From an optimization exercise on the open Yosys and OpenROAD flow, aimed at small area and a short achievable clock period; shortcuts taken in it are not production practice.
In this exercise RTL edits were held to simulation tests only and were not proved equivalent to the original.
The clock port is modelled as an ideal driver; clocking choices that lean on that would not hold on a real chip.
Power and IR drop assume default switching activity.

==> flow/design.v <==
module sincos (
    input wire clk,
    input wire rst,
    input wire [7:0] theta,
    output reg [7:0] sine,
    output reg [7:0] cosine,
    output reg done
);
    reg [7:0] t [0:6];
    reg [7:0] t8;
    integer i;
    always @(posedge clk) begin
        t[0] <= theta;
        for (i = 1; i < 7; i = i + 1) t[i] <= t[i-1];
        t8 <= t[6];
    end
    wire a_n25, a_n26, a_n27, a_n28, a_n29, a_n30, a_n31, a_n32, a_s6, a_n34;
    wire a_n35, a_n36, a_n37, a_n38, a_n39, a_n40, a_n41, a_n42, a_s5, a_n44;
    wire a_n45, a_n46, a_n47, a_n48, a_n49, a_n50, a_n51, a_n52, a_n53, a_n54;
    wire a_n55, a_n56, a_n57, a_n58, a_n59, a_n60, a_n61, a_n62, a_n63, a_n64;
    wire a_n65, a_n66, a_n67, a_n68, a_n69, a_n70, a_n71, a_n72, a_n73, a_n74;
    wire a_n75, a_n76, a_n77, a_n78, a_n79, a_n80, a_n81, a_n82, a_n83, a_n84;
    wire a_n85, a_n86, a_n87, a_n88, a_n89, a_n90, a_n91, a_n92, a_n93, a_n94;
    wire a_n95, a_n96, a_n97, a_n98, a_n99, a_n100, a_n101, a_n102, a_n103, a_n104;
    wire a_n105, a_n106, a_n107, a_n108, a_n109, a_n110, a_n111, a_n112, a_n113, a_n114;
    wire a_n115, a_n116, a_n117, a_n118, a_n119, a_n120, a_n121, a_n122, a_n123, a_n124;
    wire a_n125, a_n126, a_n127, a_n128, a_n129, a_n130, a_n131, a_n132, a_n133, a_n134;
    wire a_n135, a_n136, a_n137, a_n138, a_n139, a_n140, a_n141, a_n142, a_n143, a_n144;
    wire a_n145, a_n146, a_n147, a_n148, a_n149, a_s1, a_n151, a_n152, a_n153, a_n154;
    wire a_n156, a_n157, a_n158, a_n159, a_n160, a_n161, a_n162, a_n163, a_n164, a_n165;
    wire a_n166, a_n167, a_n168, a_n169, a_n170, a_n171, a_n172, a_n173, a_n177, a_n181;
    wire a_n182, a_n183, a_n184, a_n185, a_n187, a_n189, a_n191, a_n192, a_n193, a_n194;
    wire a_n195, a_n196, a_n197, a_n198, a_n199, a_n200, a_n201, a_n202, a_n203, a_n204;
    wire a_n205, a_n206, a_n207, a_n208, a_n209, a_n210, a_n211, a_n212, a_n213, a_n214;
    wire a_n215, a_n218, a_n219, a_n220, a_n221, a_n222, a_n223, a_n224, a_n225, a_n226;
    wire a_n227, a_n228, a_n229, a_n230, a_n231, a_n232, a_n233, a_n234, a_n235, a_n236;
    wire a_n237, a_n238, a_n239, a_s0, a_n241, a_n242, a_n243, a_n244, a_n245, a_c7;
    wire a_n247, a_n248, a_n249, a_n250, a_n251, a_c6, a_n253, a_n254, a_n255, a_n256;
    wire a_n260, a_n261, a_n262, a_n263, a_n264, a_n265, a_n266, a_n267, a_n269, a_n270;
    wire a_n272, a_n273, a_n274, a_n275, a_n276, a_n277, a_n278, a_n279, a_n280, a_n282;
    wire a_n283, a_n284, a_n285, a_n286, a_n287, a_n288, a_n289, a_n290, a_n291, a_n292;
    wire a_n293, a_n294, a_n295, a_n296, a_n297, a_n298, a_n299, a_n300, a_n301, a_n302;
    wire a_n303, a_n304, a_n305, a_n306, a_n307, a_n308, a_n309, a_n310, a_n311, a_n312;
    wire a_n313, a_n314, a_n315, a_n316, a_n317, a_n318, a_n319, a_n320, a_n321, a_n322;
    wire a_n323, a_c3, a_n325, a_n326, a_n327, a_n328, a_n329, a_n330, a_n331, a_n332;
    wire a_n333, a_n334, a_n335, a_n336, a_n337, a_n338, a_n339, a_n340, a_n341, a_n342;
    wire a_n343, a_n344, a_n345, a_n346, a_n347, a_n348, a_n349, a_n350, a_n351, a_n352;
    wire a_n353, a_n354, a_n355, a_n356, a_n357, a_n358, a_n359, a_n360, a_n361, a_n362;
    wire a_n363, a_n364, a_n365, a_n366, a_n367, a_n368, a_n369, a_n370, a_n371, a_n372;
    wire a_c2, a_n374, a_n375, a_n376, a_n377, a_n378, a_n379, a_n380, a_n381, a_n382;
    wire a_n383, a_n384, a_n385, a_n386, a_n387, a_n388, a_n389, a_n390, a_n391, a_n392;
    wire a_n393, a_n394, a_n395, a_n396, a_n397, a_n398, a_n399, a_n400, a_n401, a_n402;
    wire a_n403, a_n404, a_n405, a_n406, a_n407, a_n408, a_n409, a_n410, a_n411, a_n412;
    wire a_n413, a_c1, a_n417, a_n419;
    assign a_n25 = t8[4] & t8[3];
    assign a_n26 = ~t8[7] & t8[5];
    assign a_n27 = a_n25 & a_n26;
    assign a_n28 = t8[7] & ~t8[5];
    assign a_n29 = ~t8[3] & ~t8[2];
    assign a_n30 = ~t8[4] & a_n29;
    assign a_n31 = a_n28 & a_n30;
    assign a_n32 = t8[6] & ~a_n31;
    assign a_s6 = a_n27 | a_n32;
    assign a_n34 = t8[7] & t8[5];
    assign a_n35 = ~t8[4] & ~t8[3];
    assign a_n36 = t8[2] & t8[1];
    assign a_n37 = a_n35 & ~a_n36;
    assign a_n38 = a_n34 & ~a_n37;
    assign a_n39 = a_n32 & ~a_n38;
    assign a_n40 = ~t8[7] & ~t8[5];
    assign a_n41 = ~a_n25 & a_n40;
    assign a_n42 = ~a_n27 & ~a_n41;
    assign a_s5 = ~a_n39 & a_n42;
    assign a_n44 = t8[5] & t8[4];
    assign a_n45 = ~t8[3] & t8[2];
    assign a_n46 = ~t8[7] & a_n45;
    assign a_n47 = t8[3] & ~t8[2];
    assign a_n48 = ~a_n46 & ~a_n47;
    assign a_n49 = a_n44 & ~a_n48;
    assign a_n50 = ~t8[6] & t8[4];
    assign a_n51 = ~t8[7] & ~t8[6];
    assign a_n52 = ~t8[2] & a_n51;
    assign a_n53 = t8[5] & ~a_n29;
    assign a_n54 = ~a_n52 & a_n53;
    assign a_n55 = ~a_n44 & ~a_n54;
    assign a_n56 = ~t8[6] & a_n35;
    assign a_n57 = ~a_n55 & ~a_n56;
    assign a_n58 = a_n51 & ~a_n57;
    assign a_n59 = ~a_n50 & ~a_n58;
    assign a_n60 = ~a_n49 & ~a_n59;
    assign a_n61 = ~t8[3] & ~a_n36;
    assign a_n62 = t8[4] & ~a_n61;
    assign a_n63 = a_n40 & a_n62;
    assign a_n64 = t8[4] & ~t8[1];
    assign a_n65 = a_n47 & a_n64;
    assign a_n66 = ~t8[5] & a_n65;
    assign a_n67 = t8[6] & ~a_n66;
    assign a_n68 = ~a_n63 & a_n67;
    assign a_n69 = ~a_n60 & ~a_n68;
    assign a_n70 = ~t8[1] & ~a_n50;
    assign a_n71 = ~t8[1] & t8[0];
    assign a_n72 = ~a_n44 & ~a_n71;
    assign a_n73 = ~a_n70 & ~a_n72;
    assign a_n74 = t8[7] & t8[3];
    assign a_n75 = ~a_n46 & ~a_n74;
    assign a_n76 = t8[1] & a_n29;
    assign a_n77 = ~t8[7] & a_n76;
    assign a_n78 = a_n75 & ~a_n77;
    assign a_n79 = a_n73 & ~a_n78;
    assign a_n80 = ~t8[7] & ~t8[4];
    assign a_n81 = t8[5] & ~t8[4];
    assign a_n82 = ~a_n36 & ~a_n81;
    assign a_n83 = a_n80 & a_n82;
    assign a_n84 = t8[6] & t8[5];
    assign a_n85 = ~a_n36 & a_n84;
    assign a_n86 = ~a_n83 & ~a_n85;
    assign a_n87 = t8[7] & ~t8[2];
    assign a_n88 = t8[3] & ~a_n87;
    assign a_n89 = ~a_n86 & a_n88;
    assign a_n90 = ~a_n79 & ~a_n89;
    assign a_n91 = t8[3] & ~t8[1];
    assign a_n92 = ~a_n76 & ~a_n91;
    assign a_n93 = t8[7] & t8[0];
    assign a_n94 = t8[4] & a_n93;
    assign a_n95 = ~a_n80 & ~a_n94;
    assign a_n96 = a_n92 & a_n95;
    assign a_n97 = a_n90 & a_n96;
    assign a_n98 = ~t8[6] & ~t8[5];
    assign a_n99 = ~a_n92 & ~a_n95;
    assign a_n100 = a_n98 & ~a_n99;
    assign a_n101 = ~a_n97 & a_n100;
    assign a_n102 = ~t8[7] & t8[3];
    assign a_n103 = t8[5] & a_n45;
    assign a_n104 = ~a_n102 & ~a_n103;
    assign a_n105 = ~a_n36 & ~a_n104;
    assign a_n106 = ~a_n26 & ~a_n105;
    assign a_n107 = t8[3] & t8[2];
    assign a_n108 = t8[0] & a_n107;
    assign a_n109 = a_n81 & ~a_n108;
    assign a_n110 = ~a_n106 & ~a_n109;
    assign a_n111 = t8[6] & ~t8[2];
    assign a_n112 = t8[6] & ~a_n80;
    assign a_n113 = t8[6] & ~t8[4];
    assign a_n114 = t8[3] & a_n113;
    assign a_n115 = ~t8[0] & a_n114;
    assign a_n116 = ~a_n112 & ~a_n115;
    assign a_n117 = a_n111 & a_n116;
    assign a_n118 = ~a_n86 & a_n107;
    assign a_n119 = ~a_n117 & ~a_n118;
    assign a_n120 = ~a_n110 & ~a_n119;
    assign a_n121 = a_n28 & a_n107;
    assign a_n122 = ~t8[3] & a_n84;
    assign a_n123 = ~a_n121 & ~a_n122;
    assign a_n124 = ~a_n25 & ~a_n35;
    assign a_n125 = ~t8[5] & t8[1];
    assign a_n126 = a_n124 & a_n125;
    assign a_n127 = a_n52 & ~a_n126;
    assign a_n128 = t8[4] & a_n111;
    assign a_n129 = t8[7] & a_n128;
    assign a_n130 = ~a_n127 & ~a_n129;
    assign a_n131 = ~t8[0] & a_n80;
    assign a_n132 = t8[7] & t8[1];
    assign a_n133 = ~a_n131 & ~a_n132;
    assign a_n134 = a_n130 & a_n133;
    assign a_n135 = ~a_n123 & ~a_n134;
    assign a_n136 = ~t8[6] & ~t8[1];
    assign a_n137 = ~t8[0] & a_n87;
    assign a_n138 = ~a_n81 & ~a_n137;
    assign a_n139 = a_n136 & ~a_n138;
    assign a_n140 = t8[1] & ~a_n93;
    assign a_n141 = t8[5] & ~a_n140;
    assign a_n142 = ~t8[4] & ~a_n29;
    assign a_n143 = t8[7] & ~a_n107;
    assign a_n144 = a_n142 & a_n143;
    assign a_n145 = ~a_n141 & a_n144;
    assign a_n146 = ~a_n139 & ~a_n145;
    assign a_n147 = ~a_n135 & a_n146;
    assign a_n148 = ~a_n120 & a_n147;
    assign a_n149 = ~a_n101 & a_n148;
    assign a_s1 = ~a_n69 & a_n149;
    assign a_n151 = t8[7] & t8[4];
    assign a_n152 = ~t8[5] & ~t8[4];
    assign a_n153 = ~a_n87 & ~a_n152;
    assign a_n154 = ~a_n151 & a_n153;
    assign a_n156 = ~t8[6] & ~t8[3];
    assign a_n157 = ~t8[7] & a_n156;
    assign a_n158 = ~a_n82 & a_n157;
    assign a_n159 = a_n90 & ~a_n158;
    assign a_n160 = t8[4] & a_n107;
    assign a_n161 = t8[6] & t8[1];
    assign a_n162 = a_n160 & a_n161;
    assign a_n163 = ~a_n30 & ~a_n162;
    assign a_n164 = t8[7] & ~a_n163;
    assign a_n165 = ~t8[4] & t8[1];
    assign a_n166 = a_n107 & a_n165;
    assign a_n167 = a_n29 & a_n64;
    assign a_n168 = ~t8[5] & ~t8[3];
    assign a_n169 = a_n151 & a_n168;
    assign a_n170 = ~a_n167 & ~a_n169;
    assign a_n171 = ~a_n166 & a_n170;
    assign a_n172 = ~a_n164 & a_n171;
    assign a_n173 = a_n159 & a_n172;
    assign a_n177 = ~t8[4] & ~a_n26;
    assign a_n181 = ~t8[5] & t8[3];
    assign a_n182 = a_n73 & a_n181;
    assign a_n183 = a_n51 & ~a_n124;
    assign a_n184 = ~a_n83 & ~a_n183;
    assign a_n185 = ~a_n182 & a_n184;
    assign a_n187 = ~t8[6] & a_n159;
    assign a_n189 = t8[5] & a_n35;
    assign a_n191 = ~t8[6] & t8[5];
    assign a_n192 = a_n25 & a_n191;
    assign a_n193 = ~a_n101 & a_n116;
    assign a_n194 = t8[7] & ~a_n181;
    assign a_n195 = a_n36 & ~a_n194;
    assign a_n196 = ~a_n193 & a_n195;
    assign a_n197 = t8[6] & a_n110;
    assign a_n198 = ~t8[1] & a_n44;
    assign a_n199 = ~a_n130 & ~a_n198;
    assign a_n200 = ~t8[0] & a_n168;
    assign a_n201 = ~a_n161 & ~a_n200;
    assign a_n202 = ~t8[2] & ~a_n201;
    assign a_n203 = ~t8[0] & a_n64;
    assign a_n204 = ~a_n81 & ~a_n203;
    assign a_n205 = ~a_n45 & ~a_n125;
    assign a_n206 = a_n204 & a_n205;
    assign a_n207 = ~t8[4] & ~a_n98;
    assign a_n208 = ~a_n50 & ~a_n207;
    assign a_n209 = t8[7] & ~a_n103;
    assign a_n210 = ~a_n208 & a_n209;
    assign a_n211 = ~a_n206 & a_n210;
    assign a_n212 = ~a_n202 & a_n211;
    assign a_n213 = ~a_n199 & ~a_n212;
    assign a_n214 = ~a_n197 & a_n213;
    assign a_n215 = ~a_n196 & a_n214;
    assign a_n218 = ~a_n165 & ~a_n168;
    assign a_n219 = a_n187 & ~a_n218;
    assign a_n220 = a_n95 & a_n167;
    assign a_n221 = ~a_n142 & ~a_n220;
    assign a_n222 = ~t8[6] & ~a_n221;
    assign a_n223 = ~a_n65 & ~a_n128;
    assign a_n224 = t8[5] & t8[3];
    assign a_n225 = t8[1] & t8[0];
    assign a_n226 = a_n224 & a_n225;
    assign a_n227 = ~a_n166 & ~a_n226;
    assign a_n228 = a_n223 & a_n227;
    assign a_n229 = t8[7] & ~a_n228;
    assign a_n230 = ~a_n35 & a_n84;
    assign a_n231 = ~a_n87 & a_n230;
    assign a_n232 = t8[5] & ~t8[2];
    assign a_n233 = ~t8[3] & a_n80;
    assign a_n234 = ~a_n232 & a_n233;
    assign a_n235 = a_n25 & a_n34;
    assign a_n236 = ~a_n234 & ~a_n235;
    assign a_n237 = ~a_n231 & a_n236;
    assign a_n238 = ~a_n229 & a_n237;
    assign a_n239 = ~a_n222 & a_n238;
    assign a_s0 = a_n219 | ~a_n239;
    assign a_n241 = ~t8[7] & t8[6];
    assign a_n242 = ~a_n55 & a_n241;
    assign a_n243 = a_n160 & ~a_n203;
    assign a_n244 = t8[7] & a_n98;
    assign a_n245 = ~a_n243 & a_n244;
    assign a_c7 = a_n242 | a_n245;
    assign a_n247 = ~t8[5] & ~a_n62;
    assign a_n248 = ~a_n200 & ~a_n247;
    assign a_n249 = t8[7] & t8[6];
    assign a_n250 = a_n248 & a_n249;
    assign a_n251 = ~a_n58 & ~a_c7;
    assign a_c6 = a_n250 | ~a_n251;
    assign a_n253 = ~t8[6] & a_n62;
    assign a_n254 = t8[7] & ~a_n253;
    assign a_n255 = a_n57 & ~a_n254;
    assign a_n256 = ~a_n69 & ~a_n248;
    assign a_n260 = ~t8[7] & a_n113;
    assign a_n261 = t8[4] & a_n51;
    assign a_n262 = ~a_n260 & ~a_n261;
    assign a_n263 = ~a_n107 & ~a_n262;
    assign a_n264 = a_n35 & a_n111;
    assign a_n265 = ~a_n225 & a_n264;
    assign a_n266 = ~a_n263 & ~a_n265;
    assign a_n267 = a_n40 & a_n266;
    assign a_n269 = a_n51 & a_n166;
    assign a_n270 = a_n266 & ~a_n269;
    assign a_n272 = ~t8[0] & a_n47;
    assign a_n273 = ~a_n64 & a_n272;
    assign a_n274 = t8[6] & ~t8[0];
    assign a_n275 = a_n29 & a_n274;
    assign a_n276 = ~a_n113 & ~a_n275;
    assign a_n277 = ~a_n273 & a_n276;
    assign a_n278 = ~a_n253 & a_n277;
    assign a_n279 = a_n270 & ~a_n278;
    assign a_n280 = a_n57 & ~a_n279;
    assign a_n282 = ~a_n51 & a_n103;
    assign a_n283 = ~a_n137 & a_n249;
    assign a_n284 = ~a_n282 & ~a_n283;
    assign a_n285 = ~a_n81 & ~a_n136;
    assign a_n286 = a_n266 & a_n285;
    assign a_n287 = ~a_n284 & ~a_n286;
    assign a_n288 = a_n44 & ~a_n203;
    assign a_n289 = ~t8[5] & ~t8[1];
    assign a_n290 = a_n80 & ~a_n289;
    assign a_n291 = ~t8[6] & ~a_n290;
    assign a_n292 = ~a_n288 & a_n291;
    assign a_n293 = ~a_n84 & a_n107;
    assign a_n294 = ~a_n161 & a_n293;
    assign a_n295 = ~a_n292 & a_n294;
    assign a_n296 = ~a_n51 & ~a_n249;
    assign a_n297 = a_n61 & a_n296;
    assign a_n298 = t8[7] & ~t8[0];
    assign a_n299 = ~t8[6] & a_n36;
    assign a_n300 = a_n298 & a_n299;
    assign a_n301 = a_n107 & ~a_n298;
    assign a_n302 = ~t8[5] & t8[4];
    assign a_n303 = ~a_n301 & a_n302;
    assign a_n304 = ~a_n300 & a_n303;
    assign a_n305 = ~a_n297 & a_n304;
    assign a_n306 = ~a_n295 & ~a_n305;
    assign a_n307 = ~a_n250 & ~a_n306;
    assign a_n308 = a_n50 & a_n141;
    assign a_n309 = t8[6] & ~a_n93;
    assign a_n310 = a_n152 & a_n309;
    assign a_n311 = ~a_n308 & ~a_n310;
    assign a_n312 = t8[2] & ~t8[0];
    assign a_n313 = a_n102 & a_n312;
    assign a_n314 = ~a_n29 & ~a_n313;
    assign a_n315 = ~a_n311 & ~a_n314;
    assign a_n316 = ~a_n124 & ~a_n161;
    assign a_n317 = a_n298 & ~a_n316;
    assign a_n318 = ~a_n114 & ~a_n317;
    assign a_n319 = t8[1] & a_n93;
    assign a_n320 = ~a_n232 & ~a_n319;
    assign a_n321 = ~a_n318 & ~a_n320;
    assign a_n322 = ~a_n315 & ~a_n321;
    assign a_n323 = ~a_n307 & a_n322;
    assign a_c3 = a_n287 | ~a_n323;
    assign a_n325 = t8[3] & t8[0];
    assign a_n326 = ~a_n289 & ~a_n325;
    assign a_n327 = a_n95 & ~a_n326;
    assign a_n328 = t8[6] & ~a_n327;
    assign a_n329 = ~a_n102 & a_n204;
    assign a_n330 = ~a_n70 & ~a_n329;
    assign a_n331 = t8[5] & ~a_n298;
    assign a_n332 = ~a_n169 & ~a_n331;
    assign a_n333 = ~a_n330 & a_n332;
    assign a_n334 = ~a_n328 & a_n333;
    assign a_n335 = a_n35 & ~a_n241;
    assign a_n336 = a_n44 & ~a_n156;
    assign a_n337 = ~a_n93 & ~a_n249;
    assign a_n338 = a_n336 & ~a_n337;
    assign a_n339 = ~a_n335 & ~a_n338;
    assign a_n340 = ~a_n319 & ~a_n339;
    assign a_n341 = t8[1] & a_n94;
    assign a_n342 = t8[2] & ~a_n341;
    assign a_n343 = ~a_n107 & ~a_n342;
    assign a_n344 = ~a_n340 & ~a_n343;
    assign a_n345 = ~a_n334 & a_n344;
    assign a_n346 = ~t8[6] & ~a_n102;
    assign a_n347 = ~a_n198 & a_n346;
    assign a_n348 = ~t8[4] & a_n325;
    assign a_n349 = t8[7] & a_n168;
    assign a_n350 = ~a_n348 & ~a_n349;
    assign a_n351 = a_n347 & a_n350;
    assign a_n352 = ~a_n40 & ~a_n189;
    assign a_n353 = t8[1] & ~a_n352;
    assign a_n354 = a_n44 & a_n319;
    assign a_n355 = ~t8[5] & ~a_n64;
    assign a_n356 = a_n93 & ~a_n224;
    assign a_n357 = ~a_n355 & a_n356;
    assign a_n358 = a_n112 & ~a_n357;
    assign a_n359 = ~a_n354 & a_n358;
    assign a_n360 = ~a_n353 & a_n359;
    assign a_n361 = ~a_n351 & ~a_n360;
    assign a_n362 = t8[4] & ~a_n336;
    assign a_n363 = a_n84 & a_n91;
    assign a_n364 = ~t8[3] & a_n289;
    assign a_n365 = ~a_n363 & ~a_n364;
    assign a_n366 = ~a_n362 & a_n365;
    assign a_n367 = a_n298 & ~a_n366;
    assign a_n368 = t8[6] & ~a_n319;
    assign a_n369 = a_n152 & ~a_n368;
    assign a_n370 = ~t8[2] & ~a_n369;
    assign a_n371 = ~a_n367 & a_n370;
    assign a_n372 = ~a_n361 & a_n371;
    assign a_c2 = a_n345 | a_n372;
    assign a_n374 = t8[4] & a_n168;
    assign a_n375 = a_n34 & ~a_n124;
    assign a_n376 = ~a_n374 & ~a_n375;
    assign a_n377 = t8[2] & ~a_n376;
    assign a_n378 = ~a_n108 & a_n337;
    assign a_n379 = a_n152 & ~a_n378;
    assign a_n380 = a_n29 & a_n44;
    assign a_n381 = ~a_n128 & ~a_n380;
    assign a_n382 = ~a_n379 & a_n381;
    assign a_n383 = ~a_n377 & a_n382;
    assign a_n384 = ~a_n93 & ~a_n383;
    assign a_n385 = ~a_n47 & a_n93;
    assign a_n386 = a_n383 & a_n385;
    assign a_n387 = t8[1] & ~a_n386;
    assign a_n388 = ~a_n384 & a_n387;
    assign a_n389 = ~a_n160 & ~a_n224;
    assign a_n390 = ~a_n84 & ~a_n389;
    assign a_n391 = ~a_n30 & ~a_n232;
    assign a_n392 = ~a_n390 & a_n391;
    assign a_n393 = ~a_n260 & a_n392;
    assign a_n394 = a_n262 & ~a_n298;
    assign a_n395 = ~a_n393 & ~a_n394;
    assign a_n396 = a_n93 & a_n392;
    assign a_n397 = ~t8[1] & ~a_n396;
    assign a_n398 = ~a_n395 & a_n397;
    assign a_n399 = a_n136 & ~a_n153;
    assign a_n400 = ~a_n398 & ~a_n399;
    assign a_n401 = ~a_n388 & a_n400;
    assign a_n402 = ~t8[4] & ~a_n166;
    assign a_n403 = t8[7] & ~a_n272;
    assign a_n404 = ~a_n84 & ~a_n98;
    assign a_n405 = ~a_n403 & ~a_n404;
    assign a_n406 = ~a_n402 & a_n405;
    assign a_n407 = ~t8[4] & ~a_n75;
    assign a_n408 = ~a_n403 & a_n407;
    assign a_n409 = t8[0] & a_n87;
    assign a_n410 = ~a_n124 & a_n409;
    assign a_n411 = ~a_n408 & ~a_n410;
    assign a_n412 = a_n191 & ~a_n411;
    assign a_n413 = ~a_n406 & ~a_n412;
    assign a_c1 = a_n401 | ~a_n413;
    assign a_n417 = ~t8[5] & ~a_n112;
    assign a_n419 = ~a_n164 & ~a_n222;
    reg k_t7, k_t6, k_t3, k_n28, k_s6, k_s5, k_n51, k_n124, k_s1, k_n154, k_n173, k_n177, k_n185, k_n187, k_n189, k_n192, k_n215, k_s0, k_c7, k_c6, k_n255, k_n256, k_n267, k_n270, k_n280, k_c3, k_c2, k_c1, k_n417, k_n419;
    always @(posedge clk) begin
        k_t7 <= t8[7];
        k_t6 <= t8[6];
        k_t3 <= t8[3];
        k_n28 <= a_n28;
        k_s6 <= a_s6;
        k_s5 <= a_s5;
        k_n51 <= a_n51;
        k_n124 <= a_n124;
        k_s1 <= a_s1;
        k_n154 <= a_n154;
        k_n173 <= a_n173;
        k_n177 <= a_n177;
        k_n185 <= a_n185;
        k_n187 <= a_n187;
        k_n189 <= a_n189;
        k_n192 <= a_n192;
        k_n215 <= a_n215;
        k_s0 <= a_s0;
        k_c7 <= a_c7;
        k_c6 <= a_c6;
        k_n255 <= a_n255;
        k_n256 <= a_n256;
        k_n267 <= a_n267;
        k_n270 <= a_n270;
        k_n280 <= a_n280;
        k_c3 <= a_c3;
        k_c2 <= a_c2;
        k_c1 <= a_c1;
        k_n417 <= a_n417;
        k_n419 <= a_n419;
    end
    wire [7:0] s_n, c_n;
    wire b_n155, b_n174, b_n175, b_n176, b_n178, b_n179, b_n180, b_n190, b_n216, b_n257;
    wire b_n258, b_n259, b_n271, b_n415, b_n416, b_n418, b_n420;
    assign b_n155 = k_s1 & k_n154;
    assign b_n174 = ~b_n155 & k_n173;
    assign b_n175 = k_t7 & ~k_n124;
    assign b_n176 = ~b_n174 & b_n175;
    assign b_n178 = b_n174 & ~k_n177;
    assign b_n179 = k_t6 & ~b_n178;
    assign b_n180 = ~b_n176 & b_n179;
    assign s_n[4] = ~b_n180 & k_n185;
    assign s_n[3] = ~b_n174 & ~k_n187;
    assign b_n190 = b_n174 & k_n189;
    assign b_n216 = ~k_n192 & k_n215;
    assign s_n[2] = ~b_n190 & b_n216;
    assign b_n257 = ~k_c7 & ~k_n256;
    assign b_n258 = ~k_n51 & ~b_n257;
    assign b_n259 = ~k_n255 & ~b_n258;
    assign c_n[5] = ~b_n259 & ~k_n267;
    assign b_n271 = ~b_n257 & k_n270;
    assign c_n[4] = b_n271 | k_n280;
    assign b_n415 = k_t3 & k_n215;
    assign b_n416 = k_n28 & b_n415;
    assign b_n418 = ~b_n415 & k_n417;
    assign b_n420 = ~b_n418 & k_n419;
    assign c_n[0] = ~b_n416 & b_n420;
    assign s_n[7] = k_t7;
    assign s_n[6] = k_s6;
    assign s_n[5] = k_s5;
    assign s_n[1] = k_s1;
    assign s_n[0] = k_s0;
    assign c_n[7] = k_c7;
    assign c_n[6] = k_c6;
    assign c_n[3] = k_c3;
    assign c_n[2] = k_c2;
    assign c_n[1] = k_c1;
    always @(posedge clk) begin
        sine <= s_n;
        cosine <= c_n;
    end
    reg [2:0] cnt;
    reg full;
    always @(posedge clk or posedge rst) begin
        if (rst) begin
            cnt <= 3'd0;
            full <= 1'b0;
            done <= 1'b0;
        end else begin
            cnt <= cnt + 3'd1;
            full <= full | (&cnt);
            done <= full;
        end
    end
endmodule
==> flow/flow/run.sh <==
#!/bin/bash
# Own layout flow: the standard ORFS flow (standard.sh, unchanged synthesis), with the
# port buffers made from sky130_fd_sc_hd__buf_2 instead of the delay-buffer cell that
# buffer_ports picks by default, and repair allowed to change a cell's footprint.
set -euo pipefail
cd "$(dirname "$0")/.."
bash standard.sh \
  BUFFER_PORTS_ARGS="-buffer_cell sky130_fd_sc_hd__buf_2" \
  MATCH_CELL_FOOTPRINT=0 \
  finish > flow_make.log 2>&1
==> flow/standard.sh <==
#!/bin/bash
# synth_recipe.tcl (not shown) runs the flow's synth.tcl, then flattens the netlist and writes it again
# the make line also repeats each setting of config.mk as NAME=value (left out here)
make -C /OpenROAD-flow-scripts/flow DESIGN_CONFIG=/design/flow/config.mk WORK_HOME=/design/flow/orfs CLKGATE_MAP_FILE= SYNTH_SCRIPT=/design/flow/synth_recipe.tcl "${@:-finish}"
==> flow/config.mk <==
export PLATFORM = sky130hd
export DESIGN_NAME = sincos
export DESIGN_NICKNAME = sincos
export VERILOG_FILES = /design/flow/design.v
export SDC_FILE = /design/flow/constraint.sdc
export NUM_CORES = 4
export LEC_CHECK = 0
export CAP_MARGIN = 20
export CORE_MARGIN = 2
export CORE_UTILIZATION = 40
export SETUP_SLACK_MARGIN = 2.2
export SLEW_MARGIN = 20
==> flow/constraint.sdc <==
create_clock -name core_clock -period 4.0 [get_ports {clk}]
set_input_delay 0.8000 -clock core_clock [delete_from_list [all_inputs] [get_ports {clk}]]
set_output_delay 0.8000 -clock core_clock [all_outputs]
set_load 0.01 [all_outputs]
==> qor.yml, run 1 <==
status:
  status: "finished clean"
global_route:
  grt_use_met1_pct: 25.8
  grt_pass1_wl_mm: 17.4
  use_met2_pct: 33.2
  met3_usage_pct: 5.12
  grt_usage_pct: 20.6
  grt.overflow.total: 0
  antenna_found_initial: 0
  grt_max_degree: 37
  grt_pass1_vias: 3299
  grt_most_used_layer: "met2"
timing:
  period_minus_slack_ps: 1800
  maxSlewHeadroom_pct: 68.8
  finalWorstSetupSlack_ps: 2200
  tns_ps: 0
  setup_viol: 0
  slew_violations: 0
  skew_ps: 7.45
  worst_pin_slew_ps: 464
  hold_violations: 0
  rsz0062_at_grt: "true"
  fmax_mhz: 556
  finalCritPeriodShare_pct: 45.0
clock_tree:
  cts_max_path_buffers: 2
  clockRootBuffer: "clkbuf_8"
  cts_buffers: 17
  clkSinkCount: 115
  cts_tree: "done"
  clock_latency_ps: 510
  htree_levels: 4
  clk_pin_slew_ps: 60
drt:
  detail-route-antenna-nets: 0
  via_count: 3461
  routedWlPerCell_um: 17.9
  first_pass_iters: 6
  totalWireLength_mm: 11.0
  drc: 0
  viasPerCell: 5.63
  first_iter_violations: 498
synth:
  netlist_area_um2: 4080
  ys_seq_area_share_pct: 57.1
  synthCells: 417
  ys_ff_latch: 115
  synthTopCellsByArea: "dfxtp_1 54%, nor2_1 3.6%, o21ai_0 3.6%, a21oi_1 3.2%, dfrtp_1 3.1%"
  ys.flop_type: "dfxtp_1"
  synth_edf_count: 0
  syn_nets: 437
  syn_area_per_cell_um2: 9.78
  synth_top_area_share_pct: 54.0
  ys_types: 58
  ys.warnings.count: 2
  synth-async-reset-ratio_pct: 4.35
  synth_top_cell_by_area: "dfxtp_1"
cells_and_area:
  area_delta_synth_final_pct: 30.7
  antenna_cells: 0
  final_core_util_pct: 54.3
  drive_gt1_share_pct: 26.8
  fin_nets: 489
power_and_ir_drop:
  p_clk_share_pct: 48.9
  p_sw_mw: 0.748
  comb_power_share_pct: 9.9
  intPower_mw: 2.31
  vdd_ir_drop_max_v: 0.000344
  swShare_pct: 24.4
  p_per_area_nw_per_um2: 574
  pwr-share-seq_pct: 41.2
  leakage_nw: 2.20
placement:
  pre_cts_ws_ps: 1680
  port-buffer-count: 26
  gp_congestion: 0.954
  dpl.hpwl_mm: 6.66
setup_path:
  cp-start-kind: "flip-flop"
  crit_buf_inv: 1
  startpoint: "done"
  endpoint_kind: "primary output"
  critPathMaxFanout: 1
  cp.required_ps: 3200
  cpLargestDelayFamily: "flip-flops"
  regToRegStartpoint: "t8[4]"
  cp_cell_sequence: "buf_2"
  worstSetupPathType: "flip-flop to primary output"
  critPathMaxStageDelay_ps: 360
  reg2reg_slack_ps: 2210
  crit_arrival_ps: 1000
  slowest_stage: "dfrtp_1"
floorplanning:
  core_region_area_um2: 9820
  fp-row-count: 36
  io_pins: 27
  start_util_pct: 41.5
  die_height_um: 105
  dieArea_um2: 11000
  die_x_um: 105
run:
  maxCapViolations: 0
min_path:
  hold_class: "primary input to async pin"
synthesized netlist by cell type (3+ instances only):
cell and count:
nand2b_1 11, a221oi_1 3, nor2b_1 12, a211oi_1 3
o21ai_1 9, nand3_1 9, nor3b_1 3, ha_1 10
nor3_1 13, dfxtp_1 110, a21oi_1 26, and2_1 4
o22ai_1 4, o21ai_0 29, nand2_1 27, inv_1 11
dfrtp_1 5, o2111ai_1 3, a31oi_1 6, clkbuf_1 5
a22oi_1 3, a21o_1 3, nor2_1 39, buf_2 14
a21boi_0 3, a32oi_1 5, buf_1 6
power by group through the flow:
stage	logic, mW	clock network, mW	registers (mW)
3_5_place_dp	0.245	0	1.29
2_1_floorplan	0.162	0	1.29
5_1_grt	0.325	1.58	1.27
3_3_place_gp	0.249	0	1.29
6_report	0.303	1.50	1.26
4_1_cts	0.270	1.53	1.26
what timing repair did:
item,4_1_cts,5_1_grt
hold buffers,0,0
setup endpoints to repair,17,12
resized for setup,38,16
setup buffers,10,13
gates cloned,1,1
pin swaps,9,11
final cells by class:
type                       count  area (um^2)
fill                         913         4490
sequential                   115         2350
multi-input combinational    262         1670
timing repair buffer          61          484
clock buffer                  18          418
clock inverter                14          176
tap                          133          166
inverter                      12         61.3
worst register-to-register path, delay by kind of cell, from the launching register on:
family,cells,cell delay [ps]
compound gates,3,450
simple gates,3,430
flops,1,370
fa+ha+maj,1,320
buf+inv,1,130
per-stage QoR:
stage	power, mW	cell area [um^2]	cells	hold slack (ps)
floorplan	1.45	4100	417	310
global placement	1.54	4320	558	310
detailed placement	1.53	4320	558	312
CTS	3.07	5150	601	161
global route	3.18	5330	615	182
finish	3.06	5330	615	172
sequential cells by signal, summed over array words and instances, names as in the netlist, 3 cells and up:
| register | flops |
|---|---|
| sine | 8 |
| t | 56 |
| t8 | 8 |
| cnt | 3 |
| cosine | 8 |
placed cells by master (no fill, tap or decap), types with 10 or more instances in the layout:
cell type / count
dfxtp_1: 103
nor2_1: 38
nand2_1: 27
o21ai_0: 27
a21oi_1: 26
buf_2: 26
buf_4: 26
clkbuf_16: 18
nor3_1: 13
nand2b_1: 11
o21ai_1: 10
final timing paths:
path / end / cells after the start
worst max-delay path: done / 1
worst min-delay path: cnt[2] / 2
worst max register to register: k_s1 / 8
worst min register to register: t[5][6] / 0
max in group asynchronous: full / 2
min in group core_clock: t[5][6] / 0
logic make-up after synthesis:
| group | after synthesis | synth area share (%) |
|---|---|---|
| xor gates and xnor gates | 1 | 0.215 |
| DFF | 115 | 57.1 |
| buffers and inverters | 40 | 4.48 |
| muxes | 2 | 0.491 |
| and+or+nand+nor | 132 | 16.0 |
| AOI/OAI and AO/OA | 117 | 18.7 |
| adders and majority gates | 10 | 3.07 |
layer usage:
metal  share of wire, %  vias to the layer above  routed length [um]
li1                   -                     1584                   -
met1                 40                     1616                4400
met2                 46                      206                5110
met3                8.9                       55                 983
met4                4.9                        0                 540
met5                  0                        -                   0
==> inputs of run 2 (changes only) <==
==> flow/flow/run.sh (replaced) <==
#!/bin/bash
# Own layout flow: the standard ORFS flow (standard.sh, with its unchanged synthesis) and
# three changes to how the layout is made:
#  - port buffers are sky130_fd_sc_hd__buf_2 instead of the delay cell buffer_ports picks;
#  - repair may change a cell's footprint (MATCH_CELL_FOOTPRINT=0);
#  - the clock is distributed by flow/clock_tree.tcl (run as the CTS step's pre-hook): the
#    clock port drives 4 clkbuf_16, one per cluster of nearby flip-flops, so every register
#    sees one buffer level; TritonCTS then finds the clock already buffered and leaves it.
# Each tool's full output stays in orfs/logs/ (ORFS writes one log per step); make's own
# output goes to flow_make.log.
set -euo pipefail
cd "$(dirname "$0")/.."
bash standard.sh \
  BUFFER_PORTS_ARGS="-buffer_cell sky130_fd_sc_hd__buf_2" \
  MATCH_CELL_FOOTPRINT=0 \
  PRE_CTS_TCL="$PWD/flow/clock_tree.tcl" \
  finish > flow_make.log 2>&1
==> flow/flow/clock_tree.tcl (new file) <==
# Clock distribution made here instead of TritonCTS's H-tree: the clock port drives
# CLK_TREE_K clock buffers, each placed at the centre of a cluster of nearby flip-flops and
# driving that cluster's clock pins. One level of buffering gives every register the same
# kind of clock path (a balanced tree with a single buffer level).
set k_want [expr {[info exists ::env(CLK_TREE_K)] ? $::env(CLK_TREE_K) : 4}]
set bufname [expr {[info exists ::env(CLK_TREE_BUF)] ? $::env(CLK_TREE_BUF) : "sky130_fd_sc_hd__clkbuf_16"}]
set block [ord::get_db_block]
set db [ord::get_db]
set clk_port [lindex [sta::find_clocks_matching * 0 0] 0]
set clknet ""
foreach bt [$block getBTerms] {
  if {[$bt getName] eq "clk"} { set clknet [$bt getNet] }
}
set master [$db findMaster $bufname]
set sinks {}
foreach it [$clknet getITerms] { lappend sinks $it }
set n [llength $sinks]
puts "clock_tree: $n sinks, $k_want buffers of $bufname"
# coordinates
set xs {}; set ys {}
foreach it $sinks {
  set b [[$it getInst] getBBox]
  lappend xs [expr {([$b xMin] + [$b xMax]) / 2.0}]
  lappend ys [expr {([$b yMin] + [$b yMax]) / 2.0}]
}
# k-means, seeded by sorting along x then y (deterministic)
set order [lsort -integer -indices [lmap x $xs {expr {int($x)}}]]
set cx {}; set cy {}
for {set k 0} {$k < $k_want} {incr k} {
  set i [lindex $order [expr {int(($k + 0.5) * $n / $k_want)}]]
  lappend cx [lindex $xs $i]; lappend cy [lindex $ys $i]
}
set cap [expr {int(ceil(double($n) / $k_want)) + 2}]
for {set iter 0} {$iter < 30} {incr iter} {
  # balanced assignment: greedy by distance with a cap per cluster
  set pairs {}
  for {set i 0} {$i < $n} {incr i} {
    for {set k 0} {$k < $k_want} {incr k} {
      set d [expr {abs([lindex $xs $i] - [lindex $cx $k]) + abs([lindex $ys $i] - [lindex $cy $k])}]
      lappend pairs [list $d $i $k]
    }
  }
  set pairs [lsort -real -index 0 $pairs]
  set asg [lrepeat $n -1]; set cnt [lrepeat $k_want 0]
  foreach p $pairs {
    lassign $p d i k
    if {[lindex $asg $i] >= 0} continue
    if {[lindex $cnt $k] >= $cap} continue
    lset asg $i $k; lset cnt $k [expr {[lindex $cnt $k] + 1}]
  }
  set sx [lrepeat $k_want 0.0]; set sy [lrepeat $k_want 0.0]
  for {set i 0} {$i < $n} {incr i} {
    set k [lindex $asg $i]
    lset sx $k [expr {[lindex $sx $k] + [lindex $xs $i]}]
    lset sy $k [expr {[lindex $sy $k] + [lindex $ys $i]}]
  }
  for {set k 0} {$k < $k_want} {incr k} {
    if {[lindex $cnt $k] > 0} {
      lset cx $k [expr {[lindex $sx $k] / [lindex $cnt $k]}]
      lset cy $k [expr {[lindex $sy $k] / [lindex $cnt $k]}]
    }
  }
}
for {set k 0} {$k < $k_want} {incr k} {
  set inst [odb::dbInst_create $block $master "clkbuf_root_$k"]
  set net [odb::dbNet_create $block "clknet_root_$k"]
  $net setSigType CLOCK
  [$inst findITerm A] connect $clknet
  [$inst findITerm X] connect $net
  set w [[$inst getMaster] getWidth]; set h [[$inst getMaster] getHeight]
  $inst setLocation [expr {int([lindex $cx $k] - $w / 2)}] [expr {int([lindex $cy $k] - $h / 2)}]
  $inst setPlacementStatus PLACED
  $inst setSourceType TIMING
  puts "clock_tree: buffer $k at ([expr {int([lindex $cx $k])}], [expr {int([lindex $cy $k])}]) drives [lindex $cnt $k] sinks"
}
for {set i 0} {$i < $n} {incr i} {
  set it [lindex $sinks $i]
  set k [lindex $asg $i]
  $it disconnect
  $it connect [$block findNet "clknet_root_$k"]
}
$clknet setSigType CLOCK
global_connect
set_propagated_clock [all_clocks]
--- a/flow/config.mk
+++ b/flow/config.mk
@@ -10,3 +10,3 @@
 export CORE_UTILIZATION = 40
-export SETUP_SLACK_MARGIN = 2.2
+export SETUP_SLACK_MARGIN = 2.3
 export SLEW_MARGIN = 20
==> run 2 against run 1 <==
Final cell count is 5.2% lower. Synthesized cell count did not move. Cell area is 9.8% lower. Largest cell class unchanged. Global-route usage fell by 2.3 points. Synthesized area unchanged. Via count is 4.4% lower.
==> qor.yml, run 2 <==
floorplanning:
  dieArea_um2: 11000
  io_pins: 27
  die_height_um: 105
  core_region_area_um2: 9820
  start_util_pct: 41.5
  die_x_um: 105
  fp-row-count: 36
power_and_ir_drop:
  leakage_nw: 1.93
  pwr-share-seq_pct: 62.6
  comb_power_share_pct: 14.6
  swShare_pct: 23.9
  p_sw_mw: 0.481
  intPower_mw: 1.53
  p_clk_share_pct: 22.7
  p_per_area_nw_per_um2: 419
  vdd_ir_drop_max_v: 0.000352
drt:
  totalWireLength_mm: 10.4
  first_iter_violations: 445
  first_pass_iters: 5
  via_count: 3310
  drc: 0
  detail-route-antenna-nets: 0
  routedWlPerCell_um: 17.8
  viasPerCell: 5.68
synth:
  ys_seq_area_share_pct: 57.1
  syn_area_per_cell_um2: 9.78
  yosys-top-cells-count: "110 x dfxtp_1, 39 x nor2_1, 29 x o21ai_0"
  synthTopCellsByArea: "dfxtp_1 54%, nor2_1 3.6%, o21ai_0 3.6%, a21oi_1 3.2%, dfrtp_1 3.1%"
  synth_top_cell_by_area: "dfxtp_1"
  ys_types: 58
  syn_nets: 437
  synthCells: 417
  synth-async-reset-ratio_pct: 4.35
  yosysMostFrequentCell: "dfxtp_1"
  ys.flop_type: "dfxtp_1"
  ys_ff_latch: 115
  synth_top_area_share_pct: 54.0
  netlist_area_um2: 4080
  ys.warnings.count: 2
  synth_edf_count: 0
clock_tree:
  clk_pin_slew_ps: 110
  clock_latency_ps: 170
cells_and_area:
  final_common_cell: "dfxtp_1"
  antenna_cells: 0
  regMostFlops: "t"
  area_delta_synth_final_pct: 17.9
  fill_cells: 941
  final_cell_mix: "102 x dfxtp_1, 37 x nor2_1, 29 x o21ai_0"
  fin_nets: 472
  final_cells: 583
  largest_register_ff_count: 56
  drive_gt1_share_pct: 22.7
  final_core_util_pct: 48.9
timing:
  rsz0062_at_grt: "true"
  finalCritPeriodShare_pct: 43.7
  slew_violations: 0
  fmax_mhz: 572
  skew_ps: 14.5
  period_minus_slack_ps: 1750
  maxSlewHeadroom_pct: 66.6
  worst_pin_slew_ps: 497
  tns_ps: 0
  hold_violations: 0
  setup_viol: 0
setup_path:
  worstSetupPathType: "flip-flop to flip-flop"
  cp-start-kind: "flip-flop"
  cp.required_ps: 4080
  critPathMaxFanout: 9
  endpoint_kind: "flip-flop"
  crit_arrival_ps: 1830
global_route:
  grt_pass1_vias: 3151
  grt_pass1_wl_mm: 16.5
  grt_usage_pct: 18.4
  grt.overflow.total: 0
  grt_max_degree: 37
  antenna_found_initial: 0
run:
  maxCapViolations: 0
placement:
  gp_congestion: 1.03
  placedCellCount: 554
  port-buffer-count: 26
  dpl.hpwl_mm: 6.24
status:
  status: "finished clean"
min_path:
  hold_class: "flip-flop to flip-flop"
-- run 2: cell counts after synthesis --
Identical to the previous run, type by type.
-- run 2: layer usage --
layer | global-route usage (%) | vias to the layer above | routed length, um
met5 | 0 | - | 0
met4 | 9.05 | 0 | 561
met3 | 3.43 | 56 | 1240
met2 | 28.9 | 244 | 4480
met1 | 24.2 | 1488 | 4100
li1 | - | 1522 | -
-- run 2: critical path: stages, from the launching register on --
cell and delay [ps]:
dfxtp_4 400, inv_6 120, ha_4 150, nor2b_1 60, o311ai_2 290, nand2_1 110, a32oi_1 170, nor2_1 120
nor4_2 240
-- run 2: cell families (layout without fill, tap and decap cells) --
family,after synthesis,count (layout),synth area share [%]
simple gates,132,132,16.0
compound gates,117,117,18.7
flops,115,115,57.1
buf+inv,40,73,4.48
fa+ha+maj,10,10,3.07
mux,2,2,0.491
xor+xnor,1,1,0.215
-- run 2: path summary, 6_finish.rpt --
check                      startpoint       to  slack, ps  cells past startpoint
setup / recovery                t8[6]     k_s1       2250                      8
hold / removal                t[4][7]  t[5][7]        320                      0
setup reg to reg                t8[6]     k_s1       2250                      8
hold reg to reg               t[4][7]  t[5][7]        320                      0
max in group asynchronous         rst   cnt[0]       3320                      2
min in group asynchronous         rst   cnt[2]        500                      2
-- run 2: what timing repair did --
item	in CTS	in global routing
setup endpoints to repair	19	9
hold buffers	0	0
hold endpoints to repair	0	0
gates resized for setup	33	15
setup buffers	18	7
cloned	0	0
pin swaps	4	9
-- run 2: cell type report, clock buffers not listed --
cell class,count,area [um^2],share of cell area (%)
flip-flops and latches,115,2360,49.0
multi-input cells,262,1690,35.2
repair buffers,57,423,8.80
well taps,133,166,3.46
inverters,12,67.6,1.41
-- run 2: power by group through the flow --
stage                     registers, mW  logic (mW)  clock network, mW
after floorplan                    1.29       0.166                  0
after global routing               1.27       0.314              0.521
final                              1.26       0.295              0.458
after detailed placement           1.30       0.229                  0
after global placement             1.30       0.232                  0
after CTS                          1.26       0.269              0.477
-- run 2: metrics by stage --
| stage | power (mW) | hold slack (ps) | instance area, um^2 | worst slack (ps) |
|---|---|---|---|---|
| 3_3_place_gp | 1.53 | 310 | 4320 | 1690 |
| 3_5_place_dp | 1.53 | 312 | 4320 | 1740 |
| 2_1_floorplan | 1.45 | 310 | 4140 | 2290 |
| 6_report | 2.01 | 324 | 4810 | 2250 |
| 5_1_grt | 2.11 | 337 | 4810 | 2170 |
| 4_1_cts | 2.01 | 329 | 4670 | 2300 |
==> inputs of run 3 (changes only) <==
==> flow/flow/run.sh (replaced) <==
#!/bin/bash
# Own layout flow: the standard ORFS flow (standard.sh, with its unchanged synthesis) and
# these changes to how the layout is made:
#  - port buffers are sky130_fd_sc_hd__buf_2 instead of the delay cell buffer_ports picks;
#  - repair may change a cell's footprint (MATCH_CELL_FOOTPRINT=0);
#  - the clock is distributed by flow/clock_tree.tcl (run as the CTS step's pre-hook): the
#    clock port drives 3 clkbuf_16, one per cluster of nearby flip-flops, so those registers
#    see one buffer level; the 4th branch feeds the registers in the middle of the result
#    table (k_*, register-to-register paths only, no port paths) through one delay cell and a
#    clkbuf_16, which moves time from the short stage after them to the long stage before
#    them. TritonCTS then finds the clock already buffered and leaves it.
# Each tool's full output stays in orfs/logs/ (ORFS writes one log per step); make's own
# output goes to flow_make.log.
set -euo pipefail
cd "$(dirname "$0")/.."
bash standard.sh \
  BUFFER_PORTS_ARGS="-buffer_cell sky130_fd_sc_hd__buf_2" \
  MATCH_CELL_FOOTPRINT=0 \
  PRE_CTS_TCL="$PWD/flow/clock_tree.tcl" \
  CLK_SKEW_PATTERN='k_*' \
  CLK_SKEW_CELL=sky130_fd_sc_hd__clkdlybuf4s25_1 \
  finish > flow_make.log 2>&1
--- a/flow/flow/clock_tree.tcl
+++ b/flow/flow/clock_tree.tcl
@@ -14,4 +14,9 @@
 set master [$db findMaster $bufname]
-set sinks {}
-foreach it [$clknet getITerms] { lappend sinks $it }
+set skew_pat [expr {[info exists ::env(CLK_SKEW_PATTERN)] ? $::env(CLK_SKEW_PATTERN) : ""}]
+set skew_cell [expr {[info exists ::env(CLK_SKEW_CELL)] ? $::env(CLK_SKEW_CELL) : ""}]
+set sinks {}; set late {}
+foreach it [$clknet getITerms] {
+  if {$skew_pat ne "" && [string match $skew_pat [[$it getInst] getName]]} { lappend late $it } else { lappend sinks $it }
+}
+if {[llength $late] > 0} { incr k_want -1 }
 set n [llength $sinks]
@@ -81,2 +86,26 @@
 }
+if {[llength $late] > 0} {
+  # the pipeline's middle register: its clock passes one delay cell more, which moves time
+  # from the stage after it to the stage before it (both are register-to-register paths)
+  set lx 0.0; set ly 0.0
+  foreach it $late {
+    set b [[$it getInst] getBBox]
+    set lx [expr {$lx + ([$b xMin] + [$b xMax]) / 2.0}]; set ly [expr {$ly + ([$b yMin] + [$b yMax]) / 2.0}]
+  }
+  set lx [expr {int($lx / [llength $late])}]; set ly [expr {int($ly / [llength $late])}]
+  set dly [odb::dbInst_create $block [$db findMaster $skew_cell] "clkdly_late"]
+  set dnet [odb::dbNet_create $block "clknet_late_d"]
+  $dnet setSigType CLOCK
+  [$dly findITerm A] connect $clknet
+  [$dly findITerm X] connect $dnet
+  $dly setLocation [expr {$lx - 2000}] $ly; $dly setPlacementStatus PLACED; $dly setSourceType TIMING
+  set lb [odb::dbInst_create $block $master "clkbuf_late"]
+  set lnet [odb::dbNet_create $block "clknet_late"]
+  $lnet setSigType CLOCK
+  [$lb findITerm A] connect $dnet
+  [$lb findITerm X] connect $lnet
+  $lb setLocation $lx $ly; $lb setPlacementStatus PLACED; $lb setSourceType TIMING
+  foreach it $late { $it disconnect; $it connect $lnet }
+  puts "clock_tree: [llength $late] sinks matching $skew_pat behind $skew_cell"
+}
 $clknet setSigType CLOCK
--- a/flow/config.mk
+++ b/flow/config.mk
@@ -10,3 +10,3 @@
 export CORE_UTILIZATION = 40
-export SETUP_SLACK_MARGIN = 2.3
+export SETUP_SLACK_MARGIN = 2.45
 export SLEW_MARGIN = 20
==> run 3 against run 2 <==
Register-to-register slack improved by 260 ps. Clock power increased by 4%. Synthesized area stayed put. Worst hold slack lost 32 ps. Die area is the same. Critical endpoint is now k_c1.
==> qor.yml, run 3 <==
synth:
  synth_edf_count: 0
  netlist_area_um2: 4080
  synthTopCellsByArea: "dfxtp_1 54%, nor2_1 3.6%, o21ai_0 3.6%, a21oi_1 3.2%, dfrtp_1 3.1%"
  synth_top_cell_by_area: "dfxtp_1"
  yosysMostFrequentCell: "dfxtp_1"
  ys_seq_area_share_pct: 57.1
  ys.warnings.count: 2
  synth_top_area_share_pct: 54.0
  ys_types: 58
  yosys-top-cells-count: "110 x dfxtp_1, 39 x nor2_1, 29 x o21ai_0"
  ys_ff_latch: 115
  synthCells: 417
  syn_area_per_cell_um2: 9.78
  syn_nets: 437
  ys.flop_type: "dfxtp_1"
  synth-async-reset-ratio_pct: 4.35
status:
  status: "finished clean"
power_and_ir_drop:
  vdd_ir_drop_max_v: 0.000385
  swShare_pct: 23.9
  p_clk_share_pct: 23.6
  pwr-share-seq_pct: 62.6
  leakage_nw: 1.90
  comb_power_share_pct: 13.8
  p_per_area_nw_per_um2: 430
  intPower_mw: 1.54
  p_sw_mw: 0.482
setup_path:
  reg2reg_slack_ps: 2510
  worstSetupPathType: "flip-flop to flip-flop"
  critPathMaxFanout: 17
  startpoint: "t8[5]"
  cp-start-kind: "flip-flop"
  cp.required_ps: 4400
  reg2regPathDepth: 7
  crit_path_end: "k_c1"
  crit_arrival_ps: 1880
  endpoint_kind: "flip-flop"
  regToRegStartpoint: "t8[5]"
  reg2reg_to: "k_c1"
global_route:
  grt.overflow.total: 0
  grt_pass1_vias: 3256
  grt_usage_pct: 18.3
  grt_max_degree: 36
  antenna_found_initial: 0
  grt_pass1_wl_mm: 16.6
clock_tree:
  clock_latency_ps: 480
  clk_pin_slew_ps: 120
drt:
  viasPerCell: 5.77
  first_pass_iters: 5
  routedWlPerCell_um: 18.1
  first_iter_violations: 395
  drc: 0
  via_count: 3334
  detail-route-antenna-nets: 0
  totalWireLength_mm: 10.4
floorplanning:
  die_x_um: 105
  dieArea_um2: 11000
  start_util_pct: 41.5
  fp-row-count: 36
  die_height_um: 105
  io_pins: 27
  core_region_area_um2: 9820
cells_and_area:
  fin_nets: 467
  final_cell_mix: "103 x dfxtp_1, 39 x nor2_1, 29 x o21ai_0"
  regArea_um2: 2350
  area_delta_synth_final_pct: 15.1
  fill_cells: 971
  final_core_util_pct: 47.8
  antenna_cells: 0
  drive_gt1_share_pct: 18.7
  regMostFlops: "t"
  multi_input_area_um2: 1630
  final_common_cell: "dfxtp_1"
  largest_register_ff_count: 56
placement:
  port-buffer-count: 26
  pre_cts_ws_ps: 1690
  gp_congestion: 0.959
  dpl.hpwl_mm: 6.36
timing:
  fmax_mhz: 673
  setup_viol: 0
  skew_ps: 326
  period_minus_slack_ps: 1490
  slew_violations: 0
  rsz0062_at_grt: "true"
  hold_violations: 0
  maxSlewHeadroom_pct: 60.9
  finalCritPeriodShare_pct: 37.1
  tns_ps: 0
  finalWorstSetupSlack_ps: 2510
  worst_pin_slew_ps: 584
run:
  maxCapViolations: 0
min_path:
  hold_class: "flip-flop to flip-flop"
==> run 3: cell counts after synthesis <==
No cell type changed its count.
==> run 3: power groups by stage <==
stage	registers, mW	clock network, mW	logic [mW]
after floorplan	1.29	0	0.172
after global placement	1.31	0	0.232
after detailed placement	1.31	0	0.228
after CTS	1.27	0.503	0.254
after global routing	1.27	0.539	0.300
final	1.26	0.476	0.279
==> run 3: worst min path at each step <==
stage             from        end  slack, ps  depth (start not counted)
4_1_cts          t8[6]       k_t6        300                          1
5_1_grt          t8[6]       k_t6        300                          1
6_report         t8[6]       k_t6        290                          1
3_5_place_dp      k_c6  cosine[6]        310                          0
2_1_floorplan  t[6][5]      t8[5]        310                          0
3_3_place_gp   t[6][3]      t8[3]        310                          0
==> run 3: worst max-delay path, cell delays in order, from the launching register on <==
cell,delay (ps)
dfxtp_4,480
inv_2,180
ha_1,330
a21oi_1,140
a31o_1,140
a32oi_1,50
o2bb2a_1,310
o311ai_1,80
==> run 3: through the flow <==
stage	hold WS, ps	power [mW]	cell area (um^2)	std cells
after floorplan	309	1.46	4190	417
after global placement	310	1.54	4350	554
after detailed placement	312	1.53	4350	554
after CTS	299	2.02	4550	567
after global routing	297	2.11	4690	578
final	293	2.02	4690	578
==> run 3: per-layer routing <==
metal  vias up  routed length (um)  track usage (%)
met2       231                4610             29.6
met3        61                 968             2.18
met4         0                 669             10.3
li1       1513                   -                -
met5         -                   0                0
met1      1529                4200             23.8
==> run 3: cell families after synthesis <==
group / count (synthesis) / share of synthesized area, %
AND/OR/NAND/NOR: 132 / 16.0
adder cells (fa/ha/maj): 10 / 3.07
XOR/XNOR: 1 / 0.215
AO/OA/AOI/OAI: 117 / 18.7
flip-flops: 115 / 57.1
multiplexers: 2 / 0.491
buffers and inverters: 40 / 4.48
==> run 3: what timing repair did <==
action                                 CTS  global route
hold buffers                             0             0
pin swaps                                0             4
gates cloned                             0             1
endpoints found under the hold margin    0             0
setup buffers                            8            10
setup endpoints to repair               17             8
gates resized for setup                  6            11
==> run 3: final cells by class, clock buffers not listed <==
class | instances | share of cell area [%]
multi-input combinational | 262 | 34.8
inverter | 12 | 1.28
timing repair buffer | 51 | 7.89
sequential | 115 | 50.2
tap | 133 | 3.55

==> separate check: timing with driven ports <==
The results above use ideal ports. As a check the final layouts listed here were re-extracted and re-timed, cells and wires unchanged.
Step 1 sets driving cells, clkbuf_16 on the clock port and buf_2 on the other inputs (assumed; they add their load-dependent delay and slew).
Step 2, shift: input delay + t, output delay - t, t = (earliest + latest rising clock arrival at the registers) / 2. This alone moves slack from input paths to output paths.
Three values: ideal, step 1, step 2; two values: the first two.
| run | t (ns) | setup WS [ns] | hold WS [ns] | clock arrival spread, ns | worst register clock-pin slew, ns |
|---|---|---|---|---|---|
| run 1 | 0.535 | 2.200 / 2.168 / 2.210 | 0.172 / 0.160 / 0.322 | 0.008 / 0.008 | 0.06 / 0.06 |
| run 2 | 0.243 | 2.251 / 2.251 / 2.251 | 0.324 / 0.324 / 0.324 | 0.015 / 0.014 | 0.11 / 0.11 |
| run 3 | 0.381 | 2.515 / 2.484 / 2.514 | 0.293 / 0.294 / 0.294 | 0.327 / 0.326 | 0.12 / 0.12 |
Clock arrivals are far apart in run 3, so t is only a midpoint there and step 2 fits no single register. The setup slack of run 3, which loses most, moves by -0.031 ns with the drivers and by -0.001 ns with both steps.
